What follows belongs to an exercise in optimizing a design on an open flow for small area, a short achievable clock period and few clock cycles; a production flow would make more cautious choices. At most, simulation tests tie the RTL to the original design; equivalence was not proved. Function not checked in runs 2 to 6: the RTL went through the layout flow alone. No activity file was given, so power comes from the tool's default toggle rates.

<file path="config.mk">
export PLATFORM = sky130hd
export DESIGN_NAME = rs_cudu_v2
export DESIGN_NICKNAME = rs_cudu_v2
export VERILOG_FILES = /design/flow/design.v
export SDC_FILE = /design/flow/constraint.sdc
export NUM_CORES = 4
export LEC_CHECK = 0
export CAP_MARGIN = 20
export CORE_MARGIN = 2
export CORE_UTILIZATION = 40
export SLEW_MARGIN = 20
</file>
<file path="constraint.sdc">
create_clock -name core_clock -period 5.0 [get_ports {clock}]
set_input_delay 1.0000 -clock core_clock [delete_from_list [all_inputs] [get_ports {clock}]]
set_output_delay 1.0000 -clock core_clock [all_outputs]
set_load 0.01 [all_outputs]
</file>
<file path="design.v">
module rs_cu_v1(
						input 		clock,reset, 		 
						input 		start,		 		 
						output reg 	done,					 
						input 		bsign,neq0,			 
						output reg 	ldn,lda,ldt,ldp,
										ldb,ldq,selq,ldm,
										selm,decn,ldo,		 
						output[3:0] state					 
);
reg [3:0] ps,ns;
parameter [3:0] 	s0=0,s1=1,s2=2,s3=3,s4=4,
						s5=5,s6=6,s7=7,s8=8;
assign state=ps;
always@(*)
	case(ps)
		s0	:	if(start) 
				ns<=s1;
				else 
				ns<=s0;
		s1	:	ns<=s2;
		s2	:	ns<=s3;
		s3	:	ns<=s4;	 
		s4	:	ns<=s5;
		s5	:	ns<=s6;
		s6	:	ns<=s7;	 
		s7	:	ns<=s8;
		s8	:	if(neq0) 
				ns<=s0;
				else 
				ns<=s4;
		default	:	ns<=s0;
	endcase
always@(posedge clock,posedge reset)
if(reset) ps<=s0;else ps<=ns;
always@(*)
	begin
		{ldn,decn,lda,ldt,ldp,ldb,ldq,selq,ldm,selm,ldo}=0;
		done=0;
		case(ps)
			s1	:	begin ldn=1;lda=1;ldt=1;ldp=1;	end
			s2	:	begin ldb=1;							end
			s3	:	if(bsign) 
					begin ldq=1;selq=1;ldm=1;selm=1;	end
					else 
					begin ldq=1;selq=0;ldm=1;selm=0;	end
			s4	:	begin decn=1;							end
			s5	:	begin ldt=1;ldp=1;					end
			s6	:	begin ldb=1;							end
			s7	:	if(bsign) 
					begin ldq=1;selq=1;ldm=1;selm=1;	end
					else 
					begin ldq=1;selq=0;ldm=1;selm=0;	end
			s8	:	if(neq0) 
					begin done=1;ldo=1;					end
		endcase
	end
endmodule
module rs_du_v2(	
						input clock,reset,					 
						input ldn,lda,ldt,ldp,
								ldb,ldq,selq,ldm,
								selm,decn,ldo,		 			 
						output bsign,neq0,					 
						input  [19:0] data_in,				 
						output reg [9:0] data_out			 
);	
reg [19:0] a,p,b,m;
reg [10:0] t;
reg [9:0] q,out;
reg [3:0] n;
reg bneg;	 
assign bsign	=	bneg;
assign neq0		=	(n==0);
always@(posedge clock,posedge reset)
	begin
		if(reset)a<=0;
		else if(lda)a<=data_in;
		else a<=a;
	end
always@(posedge clock,posedge reset)
	if(reset)n<=9;
	else if(ldn)n<=9;
	else if(decn)n<=n-1;
	else	n<=n;
always@(posedge clock,posedge reset)
	if(reset)t<=0;
	else if(ldt)
			begin
				case(n)
					9	:	t[1 :0]			<={			2'b01};
					8	:	t[2 :0]			<={q[9:9],	2'b01};
					7	:	t[3 :0]			<={q[9:8],	2'b01};
					6	:	t[4 :0]			<={q[9:7],	2'b01};
					5	:	t[5 :0]			<={q[9:6],	2'b01};
					4	:	t[6 :0]			<={q[9:5],	2'b01};
					3	:	t[7 :0]			<={q[9:4],	2'b01};
					2	:	t[8 :0]			<={q[9:3],	2'b01};
					1	:	t[9 :0]			<={q[9:2],	2'b01};
					0	:	t[10:0]			<={q[9:1],	2'b01};
				endcase
			end
	else t<=t;
always@(posedge clock,posedge reset)
	if(reset)p<=0;
	else if(ldp)
			begin
				case(n)
					9	:	p[19:18]		<={			data_in[19:18]};
					8	:	p[19:16]		<={m[19:18],		a[17:16]};
					7	:	p[19:14]		<={m[19:16],		a[15:14]};
					6	:	p[19:12]		<={m[19:14],		a[13:12]};
					5	:	p[19:10]		<={m[19:12],		a[11:10]};
					4	:	p[19: 8]		<={m[19:10],		a[9 : 8]};
					3	:	p[19: 6]		<={m[19: 8],		a[7 : 6]};
					2	:	p[19: 4]		<={m[19: 6],		a[5 : 4]};
					1	:	p[19: 2]		<={m[19: 4],		a[3 : 2]};
					0	:	p[19: 0]		<={m[19: 2],		a[1 : 0]};
				endcase
			end
	else	p<=p;
always@(posedge clock,posedge reset)
	if(reset)begin b<=0;bneg<=0;end
	else if(ldb)
			begin
				case(n)
					9	:	{bneg,b[19:18]}	<=	{1'b0,{			data_in[19:18]}}	-	{1'b0,{			2'b01}};
					8	:	{bneg,b[19:16]}	<=	{1'b0,{m[19:18],		a[17:16]}}	-	{1'b0,{q[9:9],	2'b01}};
					7	:	{bneg,b[19:14]}	<=	{1'b0,{m[19:16],		a[15:14]}}	-	{1'b0,{q[9:8],	2'b01}};
					6	:	{bneg,b[19:12]}	<=	{1'b0,{m[19:14],		a[13:12]}}	-	{1'b0,{q[9:7],	2'b01}};
					5	:	{bneg,b[19:10]}	<=	{1'b0,{m[19:12],		a[11:10]}}	-	{1'b0,{q[9:6],	2'b01}};
					4	:	{bneg,b[19: 8]}	<=	{1'b0,{m[19:10],		a[9 : 8]}}	-	{1'b0,{q[9:5],	2'b01}};
					3	:	{bneg,b[19: 6]}	<=	{1'b0,{m[19: 8],		a[7 : 6]}}	-	{1'b0,{q[9:4],	2'b01}};
					2	:	{bneg,b[19: 4]}	<=	{1'b0,{m[19: 6],		a[5 : 4]}}	-	{1'b0,{q[9:3],	2'b01}};
					1	:	{bneg,b[19: 2]}	<=	{1'b0,{m[19: 4],		a[3 : 2]}}	-	{1'b0,{q[9:2],	2'b01}};
					0	:	{bneg,b[19: 0]}	<=	{1'b0,{m[19: 2],		a[1 : 0]}}	-	{1'b0,{q[9:1],	2'b01}};
				endcase
			end
	else	b<=b;
always@(posedge clock,posedge reset)
	if(reset)m<=0;
	else if(ldm)
			begin
				case(selm)
					1	:	case(n)
								9	:	m[19:18]<=p[19:18];
								8	:	m[19:16]<=p[19:16];
								7	:	m[19:14]<=p[19:14];
								6	:	m[19:12]<=p[19:12];
								5	:	m[19:10]<=p[19:10];
								4	:	m[19: 8]<=p[19: 8];
								3	:	m[19: 6]<=p[19: 6];
								2	:	m[19: 4]<=p[19: 4];
								1	:	m[19: 2]<=p[19: 2];
								0	:	m[19: 0]<=p[19: 0];
							endcase
					0	:	case(n)
								9	:	m[19:18]<=b[19:18];
								8	:	m[19:16]<=b[19:16];
								7	:	m[19:14]<=b[19:14];
								6	:	m[19:12]<=b[19:12];
								5	:	m[19:10]<=b[19:10];
								4	:	m[19: 8]<=b[19: 8];
								3	:	m[19: 6]<=b[19: 6];
								2	:	m[19: 4]<=b[19: 4];
								1	:	m[19: 2]<=b[19: 2];
								0	:	m[19: 0]<=b[19: 0];
							endcase
				endcase
			end
always@(posedge clock,posedge reset)
	begin
		if(reset)q<=0;
		else if(ldq)
			case(selq)
				1	:	q[n]<=0;
				0	:	q[n]<=1;
				endcase
		else q<=q;
	end
always@(posedge clock,posedge reset)
	begin
		if(reset)data_out<=0;
		else if(ldo) data_out<=q;
	end
endmodule
module rs_cudu_v2(	
							input clock,reset,
							input sqrt_start,input  [19:0] data_in,
							output sqrt_done,output [9:0] data_out
);
wire ldn,lda,ldt,ldp,ldb,ldq,selq,ldm,selm,decn,ldo; 
wire bsign,neq0; 
rs_cu_v1	u1	(
						.clock(clock),.reset(reset),.start(sqrt_start),.done(sqrt_done),.state(),
						.bsign(bsign),.neq0(neq0),.ldn(ldn),.lda(lda),.ldt(ldt),.ldp(ldp),
						.ldb(ldb),.ldq(ldq),.selq(selq),.ldm(ldm),.selm(selm),.decn(decn),.ldo(ldo)
);
rs_du_v2	u2	(
						.clock(clock),.reset(reset),
						.bsign(bsign),.neq0(neq0),.ldn(ldn),.lda(ldn),.ldt(ldt),.ldp(ldp),
						.ldb(ldb),.ldq(ldq),.selq(selq),.ldm(ldm),.selm(selm),.decn(decn),.ldo(ldo),
						.data_in(data_in),.data_out(data_out)						
);
endmodule
</file>
<file path="run.sh">
#!/bin/bash
# synth_recipe.tcl (not shown) runs the flow's synth.tcl, then flattens the netlist and writes it again
# the make line also repeats each setting of config.mk as NAME=value (left out here)
make -C /OpenROAD-flow-scripts/flow DESIGN_CONFIG=/design/flow/config.mk WORK_HOME=/design/flow/orfs CLKGATE_MAP_FILE= SYNTH_SCRIPT=/design/flow/synth_recipe.tcl finish
</file>
==> results of run 1 <==
state kept, by name (all words and copies together), names as in the netlist, named ones only:
signal	flops
u2.a	18
u2.m	18
u2.p	18
u2.b	18
u2.n	4
u1.ps	4
u2.data_out	10
u2.bneg	1
cells in the mapped netlist, types with 9 or more instances:
library cell / instances
sky130_fd_sc_hd__inv_1: 43
sky130_fd_sc_hd__a221oi_1: 9
sky130_fd_sc_hd__nor2_1: 102
sky130_fd_sc_hd__xnor2_1: 34
sky130_fd_sc_hd__dfrtp_1: 99
sky130_fd_sc_hd__o21a_1: 17
sky130_fd_sc_hd__o22ai_1: 15
sky130_fd_sc_hd__nor4_1: 11
sky130_fd_sc_hd__a21oi_1: 90
sky130_fd_sc_hd__a211oi_1: 14
sky130_fd_sc_hd__nor3_1: 28
sky130_fd_sc_hd__clkbuf_1: 34
sky130_fd_sc_hd__xor2_1: 15
sky130_fd_sc_hd__nand2b_1: 12
sky130_fd_sc_hd__or3_1: 9
sky130_fd_sc_hd__nand2_1: 100
sky130_fd_sc_hd__a31oi_1: 9
sky130_fd_sc_hd__nand3_1: 17
sky130_fd_sc_hd__o211ai_1: 10
sky130_fd_sc_hd__mux2i_1: 24
sky130_fd_sc_hd__ha_1: 58
sky130_fd_sc_hd__and2_1: 11
sky130_fd_sc_hd__o21ai_0: 78
worst register-to-register path: stages, from the launching register on:
cell and delay, ps:
sky130_fd_sc_hd__dfstp_2 600, sky130_fd_sc_hd__inv_1 80, sky130_fd_sc_hd__ha_1 360, sky130_fd_sc_hd__o31ai_2 920
sky130_fd_sc_hd__nand2_1 400, sky130_fd_sc_hd__a221o_1 430, sky130_fd_sc_hd__o41ai_1 290, sky130_fd_sc_hd__a41oi_1 80
per-layer routing:
layer,GRT usage,share of wire,vias to the layer above
li1,-,-,3671
met1,0.325,0.47,3633
met2,0.370,0.46,209
met3,0.0384,0.054,25
met4,0.0539,0.013,0
met5,0,0,-
power by group through the flow:
| stage | registers (uW) | logic [uW] | clock network, uW |
|---|---|---|---|
| after floorplan | 1410 | 4030 | 0 |
| after global placement | 1700 | 4850 | 0 |
| after detailed placement | 1710 | 4900 | 0 |
| after CTS | 1690 | 4940 | 757 |
| after global routing | 1760 | 5540 | 794 |
| final | 1700 | 4990 | 744 |
metrics by stage:
step	cells	utilization	setup slack, ps	hold slack (ps)	area, um2
2_1_floorplan	996	-	1360	439	8130
5_1_grt	1279	0.447	439	519	8990
4_1_cts	1279	0.447	629	493	8990
6_report	1279	0.447	633	492	8990
3_5_place_dp	1263	0.432	1030	473	8680
3_3_place_gp	1263	0.432	1100	463	8680
worst paths after layout:
check | to | startpoint | slack, ps
max | sqrt_done | u2.n[1]$_DFFE_PP0P_ | 630
min | u2.data_out[3]$_DFFE_PP0P_ | u2.data_out[3]$_DFFE_PP0P_ | 490
max reg2reg | u2.b[16]$_DFFE_PP0P_ | u2.n[0]$_DFFE_PP1P_ | 1730
min reg2reg | u2.data_out[3]$_DFFE_PP0P_ | u2.data_out[3]$_DFFE_PP0P_ | 490
max in group asynchronous | u2.m[11]$_DFFE_PP0P_ | reset | 3100
min in group asynchronous | u2.a[0]$_DFFE_PP0P_ | reset | 1050
kinds of logic (layout without fill, tap and decap cells):
group | after synthesis | in the layout | share of synthesized area
compound gates | 329 | 329 | 0.268
xor+xnor | 49 | 49 | 0.0528
fa+ha+maj | 58 | 58 | 0.0893
buf+inv | 87 | 100 | 0.0419
flops | 101 | 101 | 0.311
mux | 28 | 28 | 0.0351
simple gates | 344 | 344 | 0.202
final cells by class:
cell class	instances	area, um2
Fill cell	1996	11100
Inverter	44	168
Clock inverter	7	86.3
Multi-Input combinational cell	808	5260
Sequential cell	101	2530
Timing Repair Buffer	40	383
Clock buffer	9	225
Tap cell	270	338
==> flow_summary.toml, run 1 <==
[global_route]
globalRouteTotalUtil = 0.230
first_global_vias = 7186
grt_first_pass_wirelength_um = 39000
grt_antenna_before_repair = 0
overflow = 0
grt_start_max_net_pins = 47

[setup_path]
max_stage_delay_ps = 870
worstRegToRegCells = 7
worst-endpoint-arrival_ps = 3370
worstPathCellList = "inv_1 > ha_1 > nand2_1 > or4_1 > inv_1 > clkdlybuf4s50_1"
crit_path_top_delay_cell = "sky130_fd_sc_hd__or4_1"
criticalPathCategory = "reg2out"
worst-path-max-fanout = 20
worst-path-buf-inv = 3
path_delay_family = "simple AND/OR/NAND/NOR gates"
cp-end-kind = "output port"
crit_cells = 6
critical_path_required_ps = 4000
crit_path_frequent_cell = "sky130_fd_sc_hd__inv_1"
timing.critical_path.from_type = "flop"

[synthesis]
synth-main-ff-cell = "sky130_fd_sc_hd__dfrtp_1"
yosys.area.top_type = "sky130_fd_sc_hd__dfrtp_1"
synth_fp_nets = 1077
synth_sequential_area_ratio = 0.311
synthArstFlopShare = 1.00
netlist_area_um2 = 8130
yosysWarnings = 2
synth_enable_flop_cells = 0
synth_top_cell_area_share = 0.305
ys_seq_elements = 101
synth_area_per_cell_um2 = 8.16
synth_cell_type_count = 81
synth.area.top_cells = "sky130_fd_sc_hd__dfrtp_1 30%, sky130_fd_sc_hd__ha_1 8.9%, sky130_fd_sc_hd__a21oi_1 5.5%"
netlist_instances = 996

[power_and_ir_drop]
total_switching_power_uw = 3860
power.density_nw_per_um2 = 827
logic_pwr_share = 0.671
seqPwrFrac = 0.229
share_clk_of_total_power = 0.100
power.share.switching = 0.518
total_power_uw = 7440
peakVddDrop_uv = 279
cell_leakage_power_uw = 0.00361
p_int_uw = 3580

[cts]
numCtsBuffers = 9
post_cts.resized_instances = 0
postCtsSetupBuffers = 0
clkTransAtPathRegs_ps = 90
clock_path_buffers = 2
ctsHtreeMaxLevel = 3
cts_tree = "built"
insertion_delay_ps = 370
cts.sink_count = 101
holdBufCountCts = 0
cts_root_buffer = "sky130_fd_sc_hd__clkbuf_16"

[timing]
maxSlewHeadroom = 0.278
achievable-frequency_mhz = 229
setup_tns_ps = 0
finalCritPeriodShare = 0.873
fin_worst_skew_ps = 13.6
tightestPinTransition_ps = 1080
hold_viol_final = 0
final-max-slew-violation-count = 0
timing.final.crit_period_ps = 4370
setup_violations = 0
grt_setup_unrepaired = "false"

[final_layout]
layout.cells.most_common = "sky130_fd_sc_hd__nor2_1"
most-common-layout-cells = "101 x sky130_fd_sc_hd__nor2_1, 100 x sky130_fd_sc_hd__nand2_1, 99 x sky130_fd_sc_hd__dfrtp_1"
area_growth_pct = 10.6
post_layout_net_count = 1085
post_route_cells_drive_above_1_share = 0.0585
antenna_cells = 0

[detailed_routing]
detail_route.first_pass.iterations = 5
wl_per_cell_um = 19.2
first_iter_violations = 656
drt-vias-per-instance = 5.89
vias = 7538
number_of_routed_nets_with_antenna_violations = 0
drc = 0
routed_wirelength_um = 24600

[worst_hold_path]
holdPathStages = 2
min-delay-path-class = "reg2reg"

[die]
floorplan.die.height_um = 147
die_area_um2 = 21500
coreArea_um2 = 20100
initial_core_util = 0.404
pin_count = 34
fp.dieW_um = 147
fp-row-count = 52

[place]
port_buffers = 33
hpwl_um = 18300
globalplace.congestion = 0.951

[run]
drv.max_cap_violation_count = 0

[outcome]
outcome = "timing/DRC/antenna clean"
Testbench counts, summed over its fixed seeds: cycles 196,008.
==> inputs of run 2 (changes only) <==
==> design.v (replaced) <==
module rs_cudu_v2(
	input clock, reset,
	input sqrt_start, input [19:0] data_in,
	output sqrt_done, output [9:0] data_out
);
reg [2:0] cnt;		 
reg [9:0] q;		 
reg [10:0] r;		 
reg [1:0] pr;		 
assign sqrt_done = (cnt == 3'd7);
assign data_out = q;
function [6:0] seed;
	input [5:0] d;
	case (d)
		6'd0: seed = {3'd0, 4'd0};
		6'd1: seed = {3'd1, 4'd0};
		6'd2: seed = {3'd1, 4'd1};
		6'd3: seed = {3'd1, 4'd2};
		6'd4: seed = {3'd2, 4'd0};
		6'd5: seed = {3'd2, 4'd1};
		6'd6: seed = {3'd2, 4'd2};
		6'd7: seed = {3'd2, 4'd3};
		6'd8: seed = {3'd2, 4'd4};
		6'd9: seed = {3'd3, 4'd0};
		6'd10: seed = {3'd3, 4'd1};
		6'd11: seed = {3'd3, 4'd2};
		6'd12: seed = {3'd3, 4'd3};
		6'd13: seed = {3'd3, 4'd4};
		6'd14: seed = {3'd3, 4'd5};
		6'd15: seed = {3'd3, 4'd6};
		6'd16: seed = {3'd4, 4'd0};
		6'd17: seed = {3'd4, 4'd1};
		6'd18: seed = {3'd4, 4'd2};
		6'd19: seed = {3'd4, 4'd3};
		6'd20: seed = {3'd4, 4'd4};
		6'd21: seed = {3'd4, 4'd5};
		6'd22: seed = {3'd4, 4'd6};
		6'd23: seed = {3'd4, 4'd7};
		6'd24: seed = {3'd4, 4'd8};
		6'd25: seed = {3'd5, 4'd0};
		6'd26: seed = {3'd5, 4'd1};
		6'd27: seed = {3'd5, 4'd2};
		6'd28: seed = {3'd5, 4'd3};
		6'd29: seed = {3'd5, 4'd4};
		6'd30: seed = {3'd5, 4'd5};
		6'd31: seed = {3'd5, 4'd6};
		6'd32: seed = {3'd5, 4'd7};
		6'd33: seed = {3'd5, 4'd8};
		6'd34: seed = {3'd5, 4'd9};
		6'd35: seed = {3'd5, 4'd10};
		6'd36: seed = {3'd6, 4'd0};
		6'd37: seed = {3'd6, 4'd1};
		6'd38: seed = {3'd6, 4'd2};
		6'd39: seed = {3'd6, 4'd3};
		6'd40: seed = {3'd6, 4'd4};
		6'd41: seed = {3'd6, 4'd5};
		6'd42: seed = {3'd6, 4'd6};
		6'd43: seed = {3'd6, 4'd7};
		6'd44: seed = {3'd6, 4'd8};
		6'd45: seed = {3'd6, 4'd9};
		6'd46: seed = {3'd6, 4'd10};
		6'd47: seed = {3'd6, 4'd11};
		6'd48: seed = {3'd6, 4'd12};
		6'd49: seed = {3'd7, 4'd0};
		6'd50: seed = {3'd7, 4'd1};
		6'd51: seed = {3'd7, 4'd2};
		6'd52: seed = {3'd7, 4'd3};
		6'd53: seed = {3'd7, 4'd4};
		6'd54: seed = {3'd7, 4'd5};
		6'd55: seed = {3'd7, 4'd6};
		6'd56: seed = {3'd7, 4'd7};
		6'd57: seed = {3'd7, 4'd8};
		6'd58: seed = {3'd7, 4'd9};
		6'd59: seed = {3'd7, 4'd10};
		6'd60: seed = {3'd7, 4'd11};
		6'd61: seed = {3'd7, 4'd12};
		6'd62: seed = {3'd7, 4'd13};
		6'd63: seed = {3'd7, 4'd14};
	endcase
endfunction
wire [2:0] q0;
wire [3:0] r0;
assign {q0, r0} = seed(data_in[19:14]);
wire neg = r[10];
wire [9:0] hi = r[9:0] + ({1'b0, q[8:0]} ^ {10{~neg}}) + {9'd0, |pr};
wire [11:0] sum = {hi, pr - 2'd1};
always @(posedge clock, posedge reset)
	if (reset) cnt <= 3'd0;
	else if (sqrt_start) cnt <= 3'd1;
	else if (cnt == 3'd7) cnt <= 3'd0;
	else if (cnt != 3'd0) cnt <= cnt + 3'd1;
always @(posedge clock) begin
	if (sqrt_start) begin
		q <= {7'd0, q0};
		r <= {7'd0, r0};
	end else begin
		if (cnt != 3'd0) q <= {q[8:0], ~sum[11]};
		r <= sum[10:0];
	end
	case (cnt)
		3'd0: pr <= data_in[13:12];
		3'd1: pr <= data_in[11:10];
		3'd2: pr <= data_in[9:8];
		3'd3: pr <= data_in[7:6];
		3'd4: pr <= data_in[5:4];
		3'd5: pr <= data_in[3:2];
		default: pr <= data_in[1:0];
	endcase
end
endmodule
==> run 2 against run 1 <==
  * Die area shrank 76%
  * Critical path depth is 3 higher
  * Final area is 75% lower
  * Via count fell by 79%
  * Sequential share of layout area down 3.0 points
  * Combinational power fell by 83%
  * Wire length shrank 85%
  * Worst setup slack improved by 1400 ps
  * Sequential cell count is 75 lower
  * Largest cell class unchanged
==> flow_summary.toml, run 2 <==
[setup_path]
max_stage_delay_ps = 680
worstPathCellList = "xnor2_1 > fa_1 > inv_1 > fa_1 > nor2b_4 > o31a_1 > or4_1 > a31oi_1 > mux2_1"
path_delay_family = "adder cells"
worst-path-max-fanout = 10
worst-endpoint-arrival_ps = 3170
crit_path_frequent_cell = "sky130_fd_sc_hd__fa_1"
timing.critical_path.from_type = "flop"
worst-path-buf-inv = 1
critical_path_required_ps = 5170
cp-end-kind = "flop"
criticalPathCategory = "reg2reg"
cp-startpoint = "r[10]$_SDFF_PP0_"
crit_path_top_delay_cell = "sky130_fd_sc_hd__dfxtp_1"
worstReg2RegStart = "r[10]$_SDFF_PP0_"

[cts]
post_cts.resized_instances = 0
postCtsSetupBuffers = 0
clkTransAtPathRegs_ps = 100
insertion_delay_ps = 270
holdBufCountCts = 0
cts_root_buffer = "sky130_fd_sc_hd__clkbuf_8"
cts.sink_count = 26
clock_path_buffers = 2
numCtsBuffers = 3
cts_tree = "built"
ctsHtreeMaxLevel = 1

[synthesis]
ys_top_cells_by_count = "20 x sky130_fd_sc_hd__dfxtp_1, 19 x sky130_fd_sc_hd__ha_1, 19 x sky130_fd_sc_hd__inv_1"
netlist_area_um2 = 1820
synth_area_per_cell_um2 = 8.55
synthArstFlopShare = 0.115
synth_enable_flop_cells = 3
synth_top_cell_area_share = 0.220
yosysWarnings = 1
netlist_instances = 213
yosys.area.top_type = "sky130_fd_sc_hd__dfxtp_1"
synth_fp_nets = 257
synth-main-ff-cell = "sky130_fd_sc_hd__dfxtp_1"
synth_cell_type_count = 42
post-synth-top-count-cell = "sky130_fd_sc_hd__dfxtp_1"
synth_sequential_area_ratio = 0.311
ys_seq_elements = 26
synth.area.top_cells = "sky130_fd_sc_hd__dfxtp_1 22%, sky130_fd_sc_hd__ha_1 13%, sky130_fd_sc_hd__a21oi_1 4.9%"

[die]
pin_count = 34
fp-row-count = 24
floorplan.die.height_um = 71.5
coreArea_um2 = 4380
fp.dieW_um = 71.5
initial_core_util = 0.415
die_area_um2 = 5110

[timing]
maxSlewHeadroom = 0.469
grt_setup_unrepaired = "false"
final-max-slew-violation-count = 0
fin_worst_skew_ps = 3.29
setup_tns_ps = 0
achievable-frequency_mhz = 333
tightestPinTransition_ps = 794
hold_viol_final = 0
fin_worst_hold_slack_ps = 461
finalCritPeriodShare = 0.601
setup_violations = 0
timing.final.crit_period_ps = 3000

[power_and_ir_drop]
cell_leakage_power_uw = 0.000905
p_int_uw = 783
seqPwrFrac = 0.269
total_switching_power_uw = 564
power.share.switching = 0.419
power.density_nw_per_um2 = 599
logic_pwr_share = 0.613
peakVddDrop_uv = 339
share_clk_of_total_power = 0.117

[worst_hold_path]
hold_path.startpoint = "q[9]$_SDFFE_PP0N_"
min-delay-path-class = "reg2reg"

[detailed_routing]
vias = 1585
number_of_routed_nets_with_antenna_violations = 0
drt-vias-per-instance = 5.41
routed_wirelength_um = 3770
first_iter_violations = 96
detail_route.first_pass.iterations = 4
wl_per_cell_um = 12.9
drc = 0

[place]
globalplace.congestion = 0.804
port_buffers = 33
hpwl_um = 2900

[final_layout]
largest_reg_flops = 11
top_register = "r"
layout.cells.most_common = "sky130_fd_sc_hd__clkdlybuf4s50_1"
most-common-layout-cells = "33 x sky130_fd_sc_hd__clkdlybuf4s50_1, 20 x sky130_fd_sc_hd__dfxtp_1, 19 x sky130_fd_sc_hd__inv_1, 19 x sky130_fd_sc_hd__ha_1, 18 x sky130_fd_sc_hd__a21oi_1"
post_layout_net_count = 286
reg_top3 = "r (11), q (10), cnt (3)"
area_growth_pct = 23.5
post_route_cells_drive_above_1_share = 0.0415
antenna_cells = 0

[global_route]
grt_antenna_before_repair = 0
globalRouteTotalUtil = 0.161
grt_start_max_net_pins = 23
overflow = 0
grt_first_pass_wirelength_um = 6760
first_global_vias = 1552

[run]
drv.max_cap_violation_count = 0

[outcome]
outcome = "timing/DRC/antenna clean"
[run 2: cell count changes in the layout (fill, tap and decap cells not counted), moves of 13 or more]
cell | before | now
sky130_fd_sc_hd__mux2i_1 | 24 | 3
sky130_fd_sc_hd__nor2_1 | 101 | 13
sky130_fd_sc_hd__o21ai_0 | 78 | 11
sky130_fd_sc_hd__a21oi_1 | 90 | 18
sky130_fd_sc_hd__xnor2_1 | 34 | 10
sky130_fd_sc_hd__inv_1 | 42 | 19
sky130_fd_sc_hd__o22ai_1 | 15 | 2
sky130_fd_sc_hd__nor3_1 | 28 | 9
sky130_fd_sc_hd__dfxtp_1 | 0 | 20
sky130_fd_sc_hd__ha_1 | 58 | 19
sky130_fd_sc_hd__o21a_1 | 17 | 3
sky130_fd_sc_hd__nand2_1 | 100 | 17
sky130_fd_sc_hd__nand3_1 | 17 | 1
sky130_fd_sc_hd__dfrtp_1 | 99 | 3
[run 2: metrics by stage]
step / total power, uW / std cells / instance area (um2) / setup slack (ps) / utilization
finish: 1350 / 293 / 2250 / 2000 / 0.513
global route: 1490 / 293 / 2250 / 1760 / 0.513
CTS: 1360 / 293 / 2250 / 2000 / 0.513
detailed placement: 1190 / 289 / 2180 / 2010 / 0.498
global placement: 1200 / 289 / 2180 / 1980 / 0.498
floorplan: 1000 / 213 / 1820 / 2330 / -
[run 2: logic make-up after synthesis]
family | count (synthesis) | share of synthesized area
buffers and inverters | 29 | 0.0619
multiplexers | 7 | 0.0412
adder cells (fa/ha/maj) | 21 | 0.153
AO/OA/AOI/OAI | 60 | 0.212
XOR/XNOR | 14 | 0.0673
AND/OR/NAND/NOR | 56 | 0.155
flip-flops | 26 | 0.311
[run 2: layout make-up]
type	instances	area [um2]
flip-flops and latches	26	566
multi-input cells	158	1140
fillers	433	2140
inverters	19	71.3
clock buffers	4	66.3
well taps	52	65.1
repair buffers	34	338
[run 2: worst register-to-register path: cells and delay by family (launching register included)]
family          cells  cell delay (ps)
compound gates      2              470
buf+inv             1               90
flops               1              680
mux                 1              330
simple gates        2              470
xor+xnor            1              180
fa+ha+maj           2              690
[run 2: worst paths after layout]
check | endpoint | slack (ps) | cells past startpoint
worst min register to register | q[9]$_SDFFE_PP0N_ | 460 | 2
max in group asynchronous | cnt[1]$_DFFE_PP0P_ | 4000 | 2
worst max register to register | r[10]$_SDFF_PP0_ | 2000 | 9
min in group asynchronous | cnt[0]$_DFFE_PP0P_ | 880 | 2
worst max-delay path | r[10]$_SDFF_PP0_ | 2000 | 9
worst min-delay path | q[9]$_SDFFE_PP0N_ | 460 | 2
[run 2: per-layer routing]
| metal | GRT usage | share of wire | vias up |
|---|---|---|---|
| met1 | 0.228 | 0.52 | 736 |
| met3 | 0.0394 | 0.042 | 2 |
| met2 | 0.253 | 0.43 | 36 |
| met4 | 0.0252 | 0.0050 | 0 |
| li1 | - | - | 811 |
| met5 | 0 | 0 | - |
[run 2: power by group through the flow]
stage / clock network, uW / logic [uW] / registers (uW)
final: 158 / 827 / 363
after global routing: 169 / 947 / 376
after CTS: 161 / 830 / 365
after detailed placement: 0 / 824 / 370
after global placement: 0 / 829 / 370
after floorplan: 0 / 656 / 345
==> inputs of run 3 (changes only) <==
--- a/config.mk
+++ b/config.mk
@@ -8,4 +8,5 @@
 export CAP_MARGIN = 20
 export CORE_MARGIN = 2
 export CORE_UTILIZATION = 40
+export SETUP_SLACK_MARGIN = 2.5
 export SLEW_MARGIN = 20
==> run 3 against run 2 <==
  * Synthesized cell count stayed put
  * Clock power shrank 14%
  * Count of clock-buffer cells in the layout unchanged
  * Via count shrank 0.88%
  * Sequential cell count did not move
  * Synthesized area did not move
  * Sequential power barely moved
  * Global-route usage rose by 0.23 points
  * Utilization up 0.51 points
  * Critical path type unchanged
  * Critical endpoint unchanged
==> flow_summary.toml, run 3 <==
[cts]
cts_root_buffer = "sky130_fd_sc_hd__clkbuf_8"
numCtsBuffers = 3
clkTransAtPathRegs_ps = 90
clock_path_buffers = 2
holdBufCountCts = 0
ctsHtreeMaxLevel = 1
cts_tree = "built"
insertion_delay_ps = 270
cts.sink_count = 26

[synthesis]
synth_cell_type_count = 42
post-synth-top-count-cell = "sky130_fd_sc_hd__dfxtp_1"
synthArstFlopShare = 0.115
netlist_instances = 213
synth.area.top_cells = "sky130_fd_sc_hd__dfxtp_1 22%, sky130_fd_sc_hd__ha_1 13%, sky130_fd_sc_hd__a21oi_1 4.9%"
ys_top_cells_by_count = "20 x sky130_fd_sc_hd__dfxtp_1, 19 x sky130_fd_sc_hd__ha_1, 19 x sky130_fd_sc_hd__inv_1"
synth_enable_flop_cells = 3
synth_sequential_area_ratio = 0.311
synth_area_per_cell_um2 = 8.55
netlist_area_um2 = 1820
synth_fp_nets = 257
yosysWarnings = 1
ys_seq_elements = 26
yosys.area.top_type = "sky130_fd_sc_hd__dfxtp_1"
synth-main-ff-cell = "sky130_fd_sc_hd__dfxtp_1"
synth_top_cell_area_share = 0.220

[final_layout]
most-common-layout-cells = "26 x sky130_fd_sc_hd__clkdlybuf4s50_1, 19 x sky130_fd_sc_hd__ha_1, 19 x sky130_fd_sc_hd__dfxtp_1"
top_register = "r"
largest_reg_flops = 11
finish.instance_area_um2 = 2270
antenna_cells = 0
post_route_cells_drive_above_1_share = 0.0785
reg_top3 = "r (11), q (10), cnt (3)"
fill_cells = 438
final_cell_count_no_fill = 294
layout.cells.most_common = "sky130_fd_sc_hd__clkdlybuf4s50_1"
post_layout_net_count = 287
area_growth_pct = 24.7

[timing]
timing.final.crit_period_ps = 2600
grt_setup_unrepaired = "true"
hold_viol_final = 0
finalCritPeriodShare = 0.520
fin_worst_skew_ps = 4.85
achievable-frequency_mhz = 384
tightestPinTransition_ps = 778
fin_worst_hold_slack_ps = 457
maxSlewHeadroom = 0.480
final-max-slew-violation-count = 0
setup_tns_ps = 0
setup_violations = 0

[detailed_routing]
wl_per_cell_um = 13.0
drt-vias-per-instance = 5.34
number_of_routed_nets_with_antenna_violations = 0
vias = 1571
detail_route.first_pass.iterations = 4
drc = 0
routed_wirelength_um = 3830
first_iter_violations = 64

[global_route]
grt_antenna_before_repair = 0
grt_start_max_net_pins = 34
overflow = 0
globalRouteTotalUtil = 0.163
first_global_vias = 1591
grt_first_pass_wirelength_um = 6820

[die]
coreArea_um2 = 4380
die_area_um2 = 5110
initial_core_util = 0.415
pin_count = 34
fp.dieW_um = 71.5
floorplan.die.height_um = 71.5
fp-row-count = 24

[worst_hold_path]
hold_path.startpoint = "q[9]$_SDFFE_PP0N_"
holdPathStages = 2
min-delay-path-class = "reg2reg"
worst_hold_path.endpoint = "q[9]$_SDFFE_PP0N_"

[setup_path]
worst-endpoint-arrival_ps = 2770
worst-path-max-fanout = 3
critical_path_required_ps = 5170
cp-startpoint = "q[0]$_DFFE_PP_"
worstReg2RegStart = "q[0]$_DFFE_PP_"
worstRegToRegCells = 9
criticalPathCategory = "reg2reg"
cp-end-kind = "flop"
reg2reg_setup_slack_ps = 2400
timing.critical_path.from_type = "flop"
regToRegEndpoint = "r[10]$_SDFF_PP0_"

[place]
post_dp_cell_area_um2 = 2190
globalplace.congestion = 0.795
dpl.cell_count = 289
hpwl_um = 2850
port_buffers = 33

[outcome]
outcome = "timing/DRC/antenna clean"

[power_and_ir_drop]
power.density_nw_per_um2 = 592
cell_leakage_power_uw = 0.000937
peakVddDrop_uv = 305
total_power_uw = 1340

[run]
drv.max_cap_violation_count = 0
## run 3: cell count changes in the layout (fill, tap and decap cells not counted), sizes merged
| cell | previous run | this run |
|---|---|---|
| dlymetal6s2s | 0 | 2 |
| clkdlybuf4s50 | 33 | 26 |
| dlygate4sd2 | 0 | 5 |
| buf | 1 | 2 |
## run 3: repair_timing
item                       4_1_cts  5_1_grt
hold endpoints to repair         0        0
gates cloned                     0        0
gates resized for setup         10        3
pin swaps                        0        2
setup endpoints to repair        4        2
buffers inserted                 1        0
## run 3: where the power goes
| group | internal (uW) | switching (uW) |
|---|---|---|
| registers | 300 | 65.9 |
| clock network | 70.4 | 65.6 |
| logic | 413 | 430 |
## run 3: layout make-up
class                   count  area, um2  area share
repair buffers             35        344       0.152
inverters                  19       71.3      0.0314
well taps                  52       65.1      0.0287
flip-flops and latches     26        569       0.251
clock buffers               4       55.1      0.0242
multi-input cells         158       1170       0.513
## run 3: critical path, cell delays in order, from the launching register on
cell and delay (ps):
sky130_fd_sc_hd__edfxtp_1 440, sky130_fd_sc_hd__xnor2_2 170, sky130_fd_sc_hd__fa_2 360, sky130_fd_sc_hd__inv_2 60, sky130_fd_sc_hd__fa_2 210, sky130_fd_sc_hd__nor2b_4 50, sky130_fd_sc_hd__o31a_1 260, sky130_fd_sc_hd__or4_1 400
sky130_fd_sc_hd__a31oi_1 210, sky130_fd_sc_hd__mux2_1 330
## run 3: kinds of logic after synthesis
| family | after synthesis | synth area share |
|---|---|---|
| compound gates | 60 | 0.212 |
| simple gates | 56 | 0.155 |
| buf+inv | 29 | 0.0619 |
| flops | 26 | 0.311 |
| fa+ha+maj | 21 | 0.153 |
| xor+xnor | 14 | 0.0673 |
| mux | 7 | 0.0412 |
## run 3: worst max-delay path by stage
stage / to / depth (start not counted)
2_1_floorplan: r[10]$_SDFF_PP0_ / 9
3_3_place_gp: r[1]$_DFF_P_ / 7
3_5_place_dp: r[1]$_DFF_P_ / 7
4_1_cts: r[10]$_SDFF_PP0_ / 9
5_1_grt: r[10]$_SDFF_PP0_ / 11
6_report: r[10]$_SDFF_PP0_ / 9
## run 3: stage by stage
stage	utilization	worst slack (ps)
after global routing	0.518	2290
after detailed placement	0.501	2070
after floorplan	-	2420
final	0.518	2400
after CTS	0.516	2370
after global placement	0.501	2120
## run 3: routing by layer
layer / track usage / wire (um)
met1: 0.233 / 2010
met3: 0.0338 / 92
met5: 0 / 0
met2: 0.262 / 1740
met4: 0.0189 / 0
==> inputs of run 4 (changes only) <==
--- a/config.mk
+++ b/config.mk
@@ -8,5 +8,5 @@
 export CAP_MARGIN = 20
 export CORE_MARGIN = 2
 export CORE_UTILIZATION = 40
-export SETUP_SLACK_MARGIN = 2.5
+export SETUP_SLACK_MARGIN = 3.0
 export SLEW_MARGIN = 20
==> run 4 against run 3 <==
  * Hold slack better by 3.1 ps
  * Synthesized area stayed put
  * Non-clock buffer count rose by 13
  * Sequential share of layout area shrank 2.0 points
  * Synthesized cell count stayed put
  * Still clean
==> flow_summary.toml, run 4 <==
[timing]
hold_viol_final = 0
setup_tns_ps = 0
timing.final.crit_period_ps = 2600
fin_worst_skew_ps = 6.47
achievable-frequency_mhz = 384
maxSlewHeadroom = 0.609
tightestPinTransition_ps = 571
final-max-slew-violation-count = 0
grt_setup_unrepaired = "true"
setup_violations = 0
finalCritPeriodShare = 0.521

[cts]
ctsHtreeMaxLevel = 1
clkTransAtPathRegs_ps = 100
cts_tree = "built"
cts.sink_count = 26
insertion_delay_ps = 280
holdBufCountCts = 0
cts_root_buffer = "sky130_fd_sc_hd__clkbuf_8"
clock_path_buffers = 2
numCtsBuffers = 3

[final_layout]
top_register = "r"
reg_top3 = "r (11), q (10), cnt (3)"
layout.cells.most_common = "sky130_fd_sc_hd__nand2_1"
most-common-layout-cells = "17 x sky130_fd_sc_hd__nand2_1, 16 x sky130_fd_sc_hd__inv_1, 16 x sky130_fd_sc_hd__a21oi_1, 16 x sky130_fd_sc_hd__ha_1, 16 x sky130_fd_sc_hd__clkdlybuf4s50_1"
seq_area_um2 = 578
fill_cells = 403
post_layout_net_count = 300
final_cell_count_no_fill = 307
largest_reg_flops = 11
multiInputGateArea_um2 = 1280
antenna_cells = 0
area_growth_pct = 37.9
post_route_cells_drive_above_1_share = 0.251

[setup_path]
critical_path_required_ps = 5170
timing.critical_path.from_type = "flop"
criticalPathCategory = "reg2reg"
worst-path-max-fanout = 2
worst-endpoint-arrival_ps = 2780
cp-end-kind = "flop"

[synthesis]
synth_enable_flop_cells = 3
synth_sequential_area_ratio = 0.311
synth_fp_nets = 257
synth_area_per_cell_um2 = 8.55
synth_cell_type_count = 42
synthArstFlopShare = 0.115
netlist_instances = 213
yosysWarnings = 1
synth-main-ff-cell = "sky130_fd_sc_hd__dfxtp_1"
synth_top_cell_area_share = 0.220
synth.area.top_cells = "sky130_fd_sc_hd__dfxtp_1 22%, sky130_fd_sc_hd__ha_1 13%, sky130_fd_sc_hd__a21oi_1 4.9%"
netlist_area_um2 = 1820
ys_seq_elements = 26
post-synth-top-count-cell = "sky130_fd_sc_hd__dfxtp_1"
ys_top_cells_by_count = "20 x sky130_fd_sc_hd__dfxtp_1, 19 x sky130_fd_sc_hd__ha_1, 19 x sky130_fd_sc_hd__inv_1"
yosys.area.top_type = "sky130_fd_sc_hd__dfxtp_1"

[die]
die_area_um2 = 5110
initial_core_util = 0.415
floorplan.die.height_um = 71.5
coreArea_um2 = 4380
fp.dieW_um = 71.5
fp-row-count = 24
pin_count = 34

[power_and_ir_drop]
peakVddDrop_uv = 288
p_int_uw = 934
power.density_nw_per_um2 = 628
logic_pwr_share = 0.665
seqPwrFrac = 0.234
cell_leakage_power_uw = 0.00105
total_switching_power_uw = 643
power.share.switching = 0.408
share_clk_of_total_power = 0.101

[global_route]
first_global_vias = 1499
grt_start_max_net_pins = 34
overflow = 0
grt_antenna_before_repair = 0
grt_first_pass_wirelength_um = 6710
globalRouteTotalUtil = 0.163

[detailed_routing]
routed_wirelength_um = 4050
vias = 1659
drc = 0
number_of_routed_nets_with_antenna_violations = 0
wl_per_cell_um = 13.2
detail_route.first_pass.iterations = 4
drt-vias-per-instance = 5.40
first_iter_violations = 97

[place]
globalplace.congestion = 0.834
dpl.cell_count = 289
hpwl_um = 2870
port_buffers = 33

[run]
drv.max_cap_violation_count = 0

[worst_hold_path]
min-delay-path-class = "reg2reg"

[outcome]
outcome = "timing/DRC/antenna clean"
run 4: cell types whose count changed in the layout (fill, tap and decap cells not counted), sizes merged:
cell,change
buf,+19
clkbuf,+2
dlymetal6s2s,-2
dlygate4sd2,+2
clkdlybuf4s15,+2
clkdlybuf4s50,-10
run 4: path summary, 6_finish.rpt:
kind	from	to	slack [ps]	depth (start not counted)
max in group asynchronous	reset	cnt[2]$_DFFE_PP0P_	3980	2
min in group asynchronous	reset	cnt[1]$_DFFE_PP0P_	880	2
min	q[9]$_SDFFE_PP0N_	q[9]$_SDFFE_PP0N_	460	2
max	q[0]$_DFFE_PP_	r[10]$_SDFF_PP0_	2400	9
min reg2reg	q[9]$_SDFFE_PP0N_	q[9]$_SDFFE_PP0N_	460	2
max reg2reg	q[0]$_DFFE_PP_	r[10]$_SDFF_PP0_	2400	9
run 4: per-layer routing:
layer | vias to the layer above | routed length, um | global-route usage
met5 | - | 0 | 0
met4 | 0 | 42 | 0.0440
met3 | 6 | 147 | 0.0295
met2 | 33 | 1890 | 0.265
met1 | 775 | 1980 | 0.223
li1 | 845 | - | -
run 4: layout make-up:
type,count,area share
inverters,19,0.0354
clock buffers,4,0.0264
repair buffers,48,0.174
flip-flops and latches,26,0.230
well taps,52,0.0259
multi-input cells,158,0.508
run 4: worst max-delay path, stage by stage (launching register included):
cell                       delay, ps
sky130_fd_sc_hd__edfxtp_1        460
sky130_fd_sc_hd__xnor2_2         170
sky130_fd_sc_hd__fa_2            350
sky130_fd_sc_hd__inv_2            60
sky130_fd_sc_hd__fa_2            210
sky130_fd_sc_hd__nor2b_4          40
sky130_fd_sc_hd__o31a_1          240
sky130_fd_sc_hd__or4_1           400
sky130_fd_sc_hd__a31oi_1         220
sky130_fd_sc_hd__mux2_1          340
run 4: through the flow:
step / area, um2 / util / hold WS (ps) / power, uW / worst slack, ps
after floorplan: 1930 / - / 476 / 1020 / 2420
after global placement: 2260 / 0.517 / 446 / 1220 / 2130
after detailed placement: 2260 / 0.517 / 447 / 1210 / 2120
after CTS: 2430 / 0.555 / 464 / 1460 / 2420
after global routing: 2510 / 0.573 / 489 / 1730 / 2260
final: 2510 / 0.573 / 460 / 1580 / 2400
run 4: logic make-up after synthesis:
group                      count (synthesis)  synth area share
muxes                                      7            0.0412
AOI/OAI and AO/OA                         60             0.212
xor gates and xnor gates                  14            0.0673
buffers and inverters                     29            0.0619
DFF                                       26             0.311
adders and majority gates                 21             0.153
and+or+nand+nor                           56             0.155
run 4: timing repair:
action	4_1_cts	5_1_grt
pin swaps	6	10
gates resized for setup	59	21
buffers inserted	8	6
endpoints found under the setup margin	27	16
endpoints found under the hold margin	0	0
run 4: power groups by stage:
stage               sequential [uW]  combinational (uW)  clock, uW
CTS                             369                 930        163
finish                          369                1050        159
global route                    380                1180        172
global placement                372                 844          0
floorplan                       347                 678          0
detailed placement              371                 837          0
==> inputs of run 5 (changes only) <==
--- a/config.mk
+++ b/config.mk
@@ -5,8 +5,9 @@
 export SDC_FILE = /design/flow/constraint.sdc
 export NUM_CORES = 4
 export LEC_CHECK = 0
+export ABC_CLOCK_PERIOD_IN_PS = 2000
 export CAP_MARGIN = 20
 export CORE_MARGIN = 2
 export CORE_UTILIZATION = 40
-export SETUP_SLACK_MARGIN = 3.0
+export SETUP_SLACK_MARGIN = 2.5
 export SLEW_MARGIN = 20
==> run 5 against run 4 <==
  * Still clean
  * Synthesized area stayed put
  * Non-clock buffer count decreased by 13
  * Global-route usage hardly changed
  * Critical endpoint unchanged
  * Clock power is 14% lower
  * Highest routed layer is now met3
  * First-iteration DRC count fell by 34%
  * Register-to-register slack about the same
  * Final area down 9.6%
==> flow_summary.toml, run 5 <==
[final_layout]
fill_cells = 438
most-common-layout-cells = "26 x sky130_fd_sc_hd__clkdlybuf4s50_1, 19 x sky130_fd_sc_hd__ha_1, 19 x sky130_fd_sc_hd__dfxtp_1"
area_growth_pct = 24.7
post_route_cells_drive_above_1_share = 0.0785
antenna_cells = 0
top_register = "r"
reg_top3 = "r (11), q (10), cnt (3)"
layout.cells.most_common = "sky130_fd_sc_hd__clkdlybuf4s50_1"
post_layout_net_count = 287
finish.instance_area_um2 = 2270
largest_reg_flops = 11
final_cell_count_no_fill = 294

[setup_path]
timing.critical_path.from_type = "flop"
worstRegToRegCells = 9
critical_path_required_ps = 5170
worstPathCellList = "xnor2_2 > fa_2 > inv_2 > fa_2 > nor2b_4 > o31a_1 > or4_1 > a31oi_1 > mux2_1"
crit_path_top_delay_cell = "sky130_fd_sc_hd__edfxtp_1"
criticalPathCategory = "reg2reg"
cp-end-kind = "flop"
max_stage_delay_ps = 440
worst-path-max-fanout = 3
worst-endpoint-arrival_ps = 2770
crit_path_frequent_cell = "sky130_fd_sc_hd__fa_2"

[timing]
fin_worst_skew_ps = 4.85
setup_violations = 0
setup_ws_ps = 2400
finalCritPeriodShare = 0.520
setup_tns_ps = 0
achievable-frequency_mhz = 384
tightestPinTransition_ps = 778
hold_viol_final = 0
final-max-slew-violation-count = 0
grt_setup_unrepaired = "true"
maxSlewHeadroom = 0.480
timing.final.crit_period_ps = 2600

[die]
coreArea_um2 = 4380
floorplan.die.height_um = 71.5
fp.dieW_um = 71.5
fp-row-count = 24
die_area_um2 = 5110
initial_core_util = 0.415
pin_count = 34

[place]
hpwl_um = 2850
port_buffers = 33
preCtsSetupSlack_ps = 2070
post_dp_cell_area_um2 = 2190
globalplace.congestion = 0.795
dpl.cell_count = 289

[global_route]
grt_start_max_net_pins = 34
grt_first_pass_wirelength_um = 6820
first_global_vias = 1591
grt_antenna_before_repair = 0
overflow = 0
globalRouteTotalUtil = 0.163

[synthesis]
synth_area_per_cell_um2 = 8.55
synthArstFlopShare = 0.115
synth.area.top_cells = "sky130_fd_sc_hd__dfxtp_1 22%, sky130_fd_sc_hd__ha_1 13%, sky130_fd_sc_hd__a21oi_1 4.9%"
netlist_instances = 213
synth_fp_nets = 257
synth_top_cell_area_share = 0.220
post-synth-top-count-cell = "sky130_fd_sc_hd__dfxtp_1"
ys_top_cells_by_count = "20 x sky130_fd_sc_hd__dfxtp_1, 19 x sky130_fd_sc_hd__ha_1, 19 x sky130_fd_sc_hd__inv_1"
synth_cell_type_count = 42
yosys.area.top_type = "sky130_fd_sc_hd__dfxtp_1"
synth_sequential_area_ratio = 0.311
synth_enable_flop_cells = 3
synth-main-ff-cell = "sky130_fd_sc_hd__dfxtp_1"
yosysWarnings = 1
netlist_area_um2 = 1820
ys_seq_elements = 26

[outcome]
outcome = "timing/DRC/antenna clean"

[cts]
ctsHtreeMaxLevel = 1
cts.sink_count = 26
numCtsBuffers = 3
clock_path_buffers = 2
cts_root_buffer = "sky130_fd_sc_hd__clkbuf_8"
cts_tree = "built"
insertion_delay_ps = 270
clkTransAtPathRegs_ps = 90
holdBufCountCts = 0

[detailed_routing]
number_of_routed_nets_with_antenna_violations = 0
vias = 1571
first_iter_violations = 64
detail_route.first_pass.iterations = 4
drc = 0
drt-vias-per-instance = 5.34
routed_wirelength_um = 3830
wl_per_cell_um = 13.0

[worst_hold_path]
holdPathStages = 2
min-delay-path-class = "reg2reg"

[power_and_ir_drop]
peakVddDrop_uv = 305
power.density_nw_per_um2 = 592
cell_leakage_power_uw = 0.000937
total_power_uw = 1340

[run]
drv.max_cap_violation_count = 0
## run 5: cell counts after synthesis
No cell type changed its count.
## run 5: worst paths after layout
path                                   startpoint  slack (ps)                 end
worst min-delay path            q[9]$_SDFFE_PP0N_         460   q[9]$_SDFFE_PP0N_
max in group asynchronous                   reset        3980  cnt[2]$_DFFE_PP0P_
worst max-delay path               q[0]$_DFFE_PP_        2400    r[10]$_SDFF_PP0_
worst max register to register     q[0]$_DFFE_PP_        2400    r[10]$_SDFF_PP0_
min in group asynchronous                   reset         890  cnt[0]$_DFFE_PP0P_
worst min register to register  q[9]$_SDFFE_PP0N_         460   q[9]$_SDFFE_PP0N_
## run 5: layout make-up
cell class,count,area [um2],share of cell area
inverters,19,71.3,0.0314
clock buffers,4,55.1,0.0242
flip-flops and latches,26,569,0.251
repair buffers,35,344,0.152
multi-input cells,158,1170,0.513
well taps,52,65.1,0.0287
## run 5: logic make-up (layout without fill, tap and decap cells)
group / after synthesis / count (layout) / synth area share
flip-flops: 26 / 26 / 0.311
XOR/XNOR: 14 / 14 / 0.0673
adder cells (fa/ha/maj): 21 / 21 / 0.153
AO/OA/AOI/OAI: 60 / 60 / 0.212
AND/OR/NAND/NOR: 56 / 56 / 0.155
multiplexers: 7 / 7 / 0.0412
buffers and inverters: 29 / 58 / 0.0619
## run 5: per-stage QoR
step / util / hold slack [ps]
6_report: 0.518 / 457
4_1_cts: 0.516 / 465
5_1_grt: 0.518 / 506
3_3_place_gp: 0.501 / 441
2_1_floorplan: - / 476
3_5_place_dp: 0.501 / 451
## run 5: what timing repair did
item	4_1_cts	5_1_grt
gates resized for setup	10	3
setup buffers	1	0
endpoints found under the setup margin	4	2
pin swaps	0	2
gates cloned	0	0
## run 5: metal layers
| layer | GRT usage | vias to the layer above | part of all wire |
|---|---|---|---|
| met3 | 0.0338 | 0 | 0.024 |
| met1 | 0.233 | 738 | 0.52 |
| li1 | - | 814 | - |
| met4 | 0.0189 | 0 | 0 |
| met5 | 0 | - | 0 |
| met2 | 0.262 | 19 | 0.45 |
## run 5: critical path: cells and delay by family, from the launching register on
kind,cells,cell delay [ps]
adders and majority gates,2,570
AOI/OAI and AO/OA,2,470
and+or+nand+nor,2,450
DFF,1,440
muxes,1,330
xor gates and xnor gates,1,170
buffers and inverters,1,60
## run 5: where the power goes
group          internal, uW  switching, uW
Clock                  70.4           65.6
Combinational           413            430
Sequential              300           65.9
==> inputs of run 6 (changes only) <==
--- a/design.v
+++ b/design.v
@@ -7,7 +7,8 @@
 reg [9:0] q;		 
 reg [10:0] r;		 
 reg [1:0] pr;		 
-assign sqrt_done = (cnt == 3'd7);
+reg done;
+assign sqrt_done = done;
 assign data_out = q;
 function [6:0] seed;
 	input [5:0] d;
@@ -82,13 +83,37 @@
 wire [3:0] r0;
 assign {q0, r0} = seed(data_in[19:14]);
 wire neg = r[10];
-wire [9:0] hi = r[9:0] + ({1'b0, q[8:0]} ^ {10{~neg}}) + {9'd0, |pr};
+wire [9:0] ha = r[9:0];
+wire [9:0] hb = {1'b0, q[8:0]} ^ {10{~neg}};
+wire [9:0] hp = ha ^ hb;
+wire [9:0] gg [0:4];
+wire [9:0] pp [0:4];
+assign gg[0] = (ha & hb) | {9'd0, hp[0] & (|pr)};
+assign pp[0] = hp;
+genvar l, i;
+generate
+	for (l = 0; l < 4; l = l + 1) begin : lvl
+		for (i = 0; i < 10; i = i + 1) begin : bitn
+			if (i >= (1 << l)) begin : m
+				assign gg[l+1][i] = gg[l][i] | (pp[l][i] & gg[l][i-(1<<l)]);
+				assign pp[l+1][i] = pp[l][i] & pp[l][i-(1<<l)];
+			end else begin : k
+				assign gg[l+1][i] = gg[l][i];
+				assign pp[l+1][i] = pp[l][i];
+			end
+		end
+	end
+endgenerate
+wire [9:0] hi = hp ^ {gg[4][8:0], |pr};
 wire [11:0] sum = {hi, pr - 2'd1};
 always @(posedge clock, posedge reset)
 	if (reset) cnt <= 3'd0;
 	else if (sqrt_start) cnt <= 3'd1;
 	else if (cnt == 3'd7) cnt <= 3'd0;
 	else if (cnt != 3'd0) cnt <= cnt + 3'd1;
+always @(posedge clock, posedge reset)
+	if (reset) done <= 1'b0;
+	else done <= (cnt == 3'd6);
 always @(posedge clock) begin
 	if (sqrt_start) begin
 		q <= {7'd0, q0};
==> run 6 against run 5 <==
  * Clock power is 9% lower
  * Final area is 2.1% higher
  * Worst setup slack better by 290 ps
  * Hold slack worse by 2.2 ps
  * Synthesized area is 5.4% higher
  * Critical path depth stayed put
  * Maximum frequency is 13% higher
==> flow_summary.toml, run 6 <==
[timing]
final-max-slew-violation-count = 0
timing.final.crit_period_ps = 2310
grt_setup_unrepaired = "false"
finalCritPeriodShare = 0.463
fin_worst_skew_ps = 6.00
maxSlewHeadroom = 0.496
setup_tns_ps = 0
hold_viol_final = 0
achievable-frequency_mhz = 432
setup_violations = 0
tightestPinTransition_ps = 754

[setup_path]
crit_path_top_delay_cell = "sky130_fd_sc_hd__dfxtp_2"
critical_path_required_ps = 5170
worst-path-max-fanout = 10
path_delay_family = "adder cells"
crit_path_frequent_cell = "sky130_fd_sc_hd__fa_1"
cp-end-kind = "flop"
max_stage_delay_ps = 540
worst-endpoint-arrival_ps = 2480
criticalPathCategory = "reg2reg"
worstPathCellList = "xnor2_1 > fa_1 > inv_1 > fa_1 > nor2b_1 > o31a_1 > o21ai_0 > xor2_1 > nor2_1"
worst-path-buf-inv = 1
timing.critical_path.from_type = "flop"

[synthesis]
synth_area_per_cell_um2 = 8.34
synth_top_cell_area_share = 0.209
synthArstFlopShare = 0.148
netlist_area_um2 = 1920
synth_fp_nets = 274
ys_top_cells_by_count = "24 x sky130_fd_sc_hd__nand2_1, 21 x sky130_fd_sc_hd__a21oi_1, 20 x sky130_fd_sc_hd__dfxtp_1"
synth_sequential_area_ratio = 0.308
synth-main-ff-cell = "sky130_fd_sc_hd__dfxtp_1"
netlist_instances = 230
synth_cell_type_count = 47
synth.area.top_cells = "sky130_fd_sc_hd__dfxtp_1 21%, sky130_fd_sc_hd__ha_1 12%, sky130_fd_sc_hd__a21oi_1 5.5%"
synth_enable_flop_cells = 3
yosysWarnings = 1
yosys.area.top_type = "sky130_fd_sc_hd__dfxtp_1"
ys_seq_elements = 27
post-synth-top-count-cell = "sky130_fd_sc_hd__nand2_1"

[die]
floorplan.die.height_um = 73.2
die_area_um2 = 5360
initial_core_util = 0.412
coreArea_um2 = 4660
fp.dieW_um = 73.2
pin_count = 34
fp-row-count = 25

[final_layout]
area_growth_pct = 20.9
final_cell_count_no_fill = 310
layout.cells.most_common = "sky130_fd_sc_hd__clkdlybuf4s50_1"
finish.instance_area_um2 = 2320
post_layout_net_count = 301
most-common-layout-cells = "26 x sky130_fd_sc_hd__clkdlybuf4s50_1, 24 x sky130_fd_sc_hd__nand2_1, 21 x sky130_fd_sc_hd__a21oi_1"
largest_reg_flops = 11
reg_top3 = "r (11), q (10), cnt (3)"
fill_cells = 459
antenna_cells = 0
top_register = "r"
layout.core_utilization = 0.498
post_route_cells_drive_above_1_share = 0.0273

[cts]
cts.sink_count = 27
clkTransAtPathRegs_ps = 90
clock_path_buffers = 2
postCtsSetupBuffers = 0
holdBufCountCts = 0
ctsHtreeMaxLevel = 1
insertion_delay_ps = 270
cts_tree = "built"
cts_root_buffer = "sky130_fd_sc_hd__clkbuf_8"
numCtsBuffers = 3

[outcome]
outcome = "timing/DRC/antenna clean"

[global_route]
grt_first_pass_wirelength_um = 7180
first_global_vias = 1617
grt_start_max_net_pins = 21
globalRouteTotalUtil = 0.167
grt_antenna_before_repair = 0
overflow = 0

[power_and_ir_drop]
power.density_nw_per_um2 = 571
cell_leakage_power_uw = 0.000981
peakVddDrop_uv = 237

[detailed_routing]
drc = 0
number_of_routed_nets_with_antenna_violations = 0
wl_per_cell_um = 12.9
routed_wirelength_um = 4010
first_iter_violations = 56
detail_route.first_pass.iterations = 4
vias = 1631
drt-vias-per-instance = 5.26

[run]
drv.max_cap_violation_count = 0

[place]
hpwl_um = 3010
globalplace.congestion = 0.821
port_buffers = 33
post_dp_cell_area_um2 = 2260
dpl.cell_count = 306

[worst_hold_path]
min-delay-path-class = "reg2reg"
-- run 6: changes by cell type in the layout (fill, tap and decap cells not counted), sizes merged, moves of 3 or more --
cell / change
a211oi: -3
a21oi: +3
a22oi: -3
dlygate4sd2: -4
dlymetal6s2s: +4
mux2: -3
nand2: +7
nand3: +4
nor2: +3
nor2b: +3
or4: -3
-- run 6: area by class of cell --
cell class | instances | area [um2] | area share
Inverter | 17 | 63.8 | 0.0275
Multi-Input combinational cell | 174 | 1200 | 0.517
Sequential cell | 27 | 592 | 0.255
Clock buffer | 4 | 45.0 | 0.0194
Tap cell | 54 | 67.6 | 0.0291
Timing Repair Buffer | 34 | 352 | 0.152
-- run 6: repair_timing --
action / in CTS / in global routing
hold endpoints to repair: 0 / 0
pin swaps: 1 / 1
endpoints found under the setup margin: 6 / 8
gates resized for setup: 3 / 6
-- run 6: cells by family (layout without fill, tap and decap cells) --
| kind of cell | count (synthesis) | in the layout | share of synthesized area |
|---|---|---|---|
| AO/OA/AOI/OAI | 59 | 59 | 0.202 |
| XOR/XNOR | 14 | 14 | 0.0639 |
| adder cells (fa/ha/maj) | 22 | 22 | 0.150 |
| buffers and inverters | 29 | 55 | 0.0672 |
| flip-flops | 27 | 27 | 0.308 |
| multiplexers | 5 | 5 | 0.0267 |
| AND/OR/NAND/NOR | 74 | 74 | 0.183 |
-- run 6: metal layers --
layer	up-vias	track usage	wire (um)
met3	2	0.0345	120
li1	865	-	-
met5	-	0	0
met2	27	0.268	1840
met1	737	0.231	2040
met4	0	0.0350	15
-- run 6: worst register-to-register path, stage by stage (launching register included) --
cell	delay, ps
sky130_fd_sc_hd__dfxtp_2	540
sky130_fd_sc_hd__xnor2_1	160
sky130_fd_sc_hd__fa_1	430
sky130_fd_sc_hd__inv_1	90
sky130_fd_sc_hd__fa_1	170
sky130_fd_sc_hd__nor2b_1	70
sky130_fd_sc_hd__o31a_1	270
sky130_fd_sc_hd__o21ai_0	260
sky130_fd_sc_hd__xor2_1	170
sky130_fd_sc_hd__nor2_1	50
-- run 6: report_power, final --
part,switching (uW),internal (uW),leakage (uW)
Sequential,69.7,307,0.000248
Combinational,442,381,0.000710
Clock,66.5,57.1,0.0000228
-- run 6: through the flow --
stage | setup WS [ps] | hold WS [ps] | total power, uW
floorplan | 2890 | 421 | 1010
global placement | 2170 | 441 | 1200
detailed placement | 2120 | 442 | 1200
CTS | 2470 | 456 | 1340
global route | 2520 | 486 | 1490
finish | 2690 | 455 | 1320
-- run 6: final timing paths --
path	endpoint	slack, ps	start	depth (start not counted)
min reg2reg	q[9]$_SDFFE_PP0N_	450	q[9]$_SDFFE_PP0N_	2
max in group asynchronous	cnt[2]$_DFFE_PP0P_	3950	reset	2
max reg2reg	r[10]$_SDFF_PP0_	2690	r[10]$_SDFF_PP0_	9
min in group asynchronous	cnt[1]$_DFFE_PP0P_	900	reset	2
max	r[10]$_SDFF_PP0_	2690	r[10]$_SDFF_PP0_	9
min	q[9]$_SDFFE_PP0N_	450	q[9]$_SDFFE_PP0N_	2

==> separate check: timing with driven ports <==
Ports are ideal in the flow. The routed layouts listed here were re-timed in OpenROAD. Step 1 assumes that a clkbuf_16 drives the clock port and a buf_2 every other input. Step 2 times the ports against the registers' clock, not the clock port: input delays grow and output delays shrink by t, the midpoint of the rising clock arrivals with the driver on. Slacks: no drivers / after step 1 / after step 2; pairs: no drivers / after step 1.
run | t (ns) | setup slack, ns | slew at the worst register clock pin (ns) | worst data-port slew with drivers (ns)
run 1 | 0.408 | 0.633 / 0.586 / 0.994 | 0.09 / 0.09 | 0.03
run 2 | 0.297 | 1.996 / 1.996 / 1.996 | 0.10 / 0.10 | 0.03
run 3 | 0.291 | 2.398 / 2.398 / 2.373 | 0.09 / 0.09 | 0.04
run 4 | 0.300 | 2.396 / 2.396 / 2.396 | 0.10 / 0.10 | 0.04
run 5 | 0.291 | 2.398 / 2.398 / 2.373 | 0.09 / 0.09 | 0.04
run 6 | 0.294 | 2.687 / 2.687 / 2.409 | 0.09 / 0.09 | 0.03
After both steps setup and hold are still met in every run listed. For run 6, which loses most, drivers alone change the setup slack by 0.000 ns; drivers and shift together by -0.278 ns.
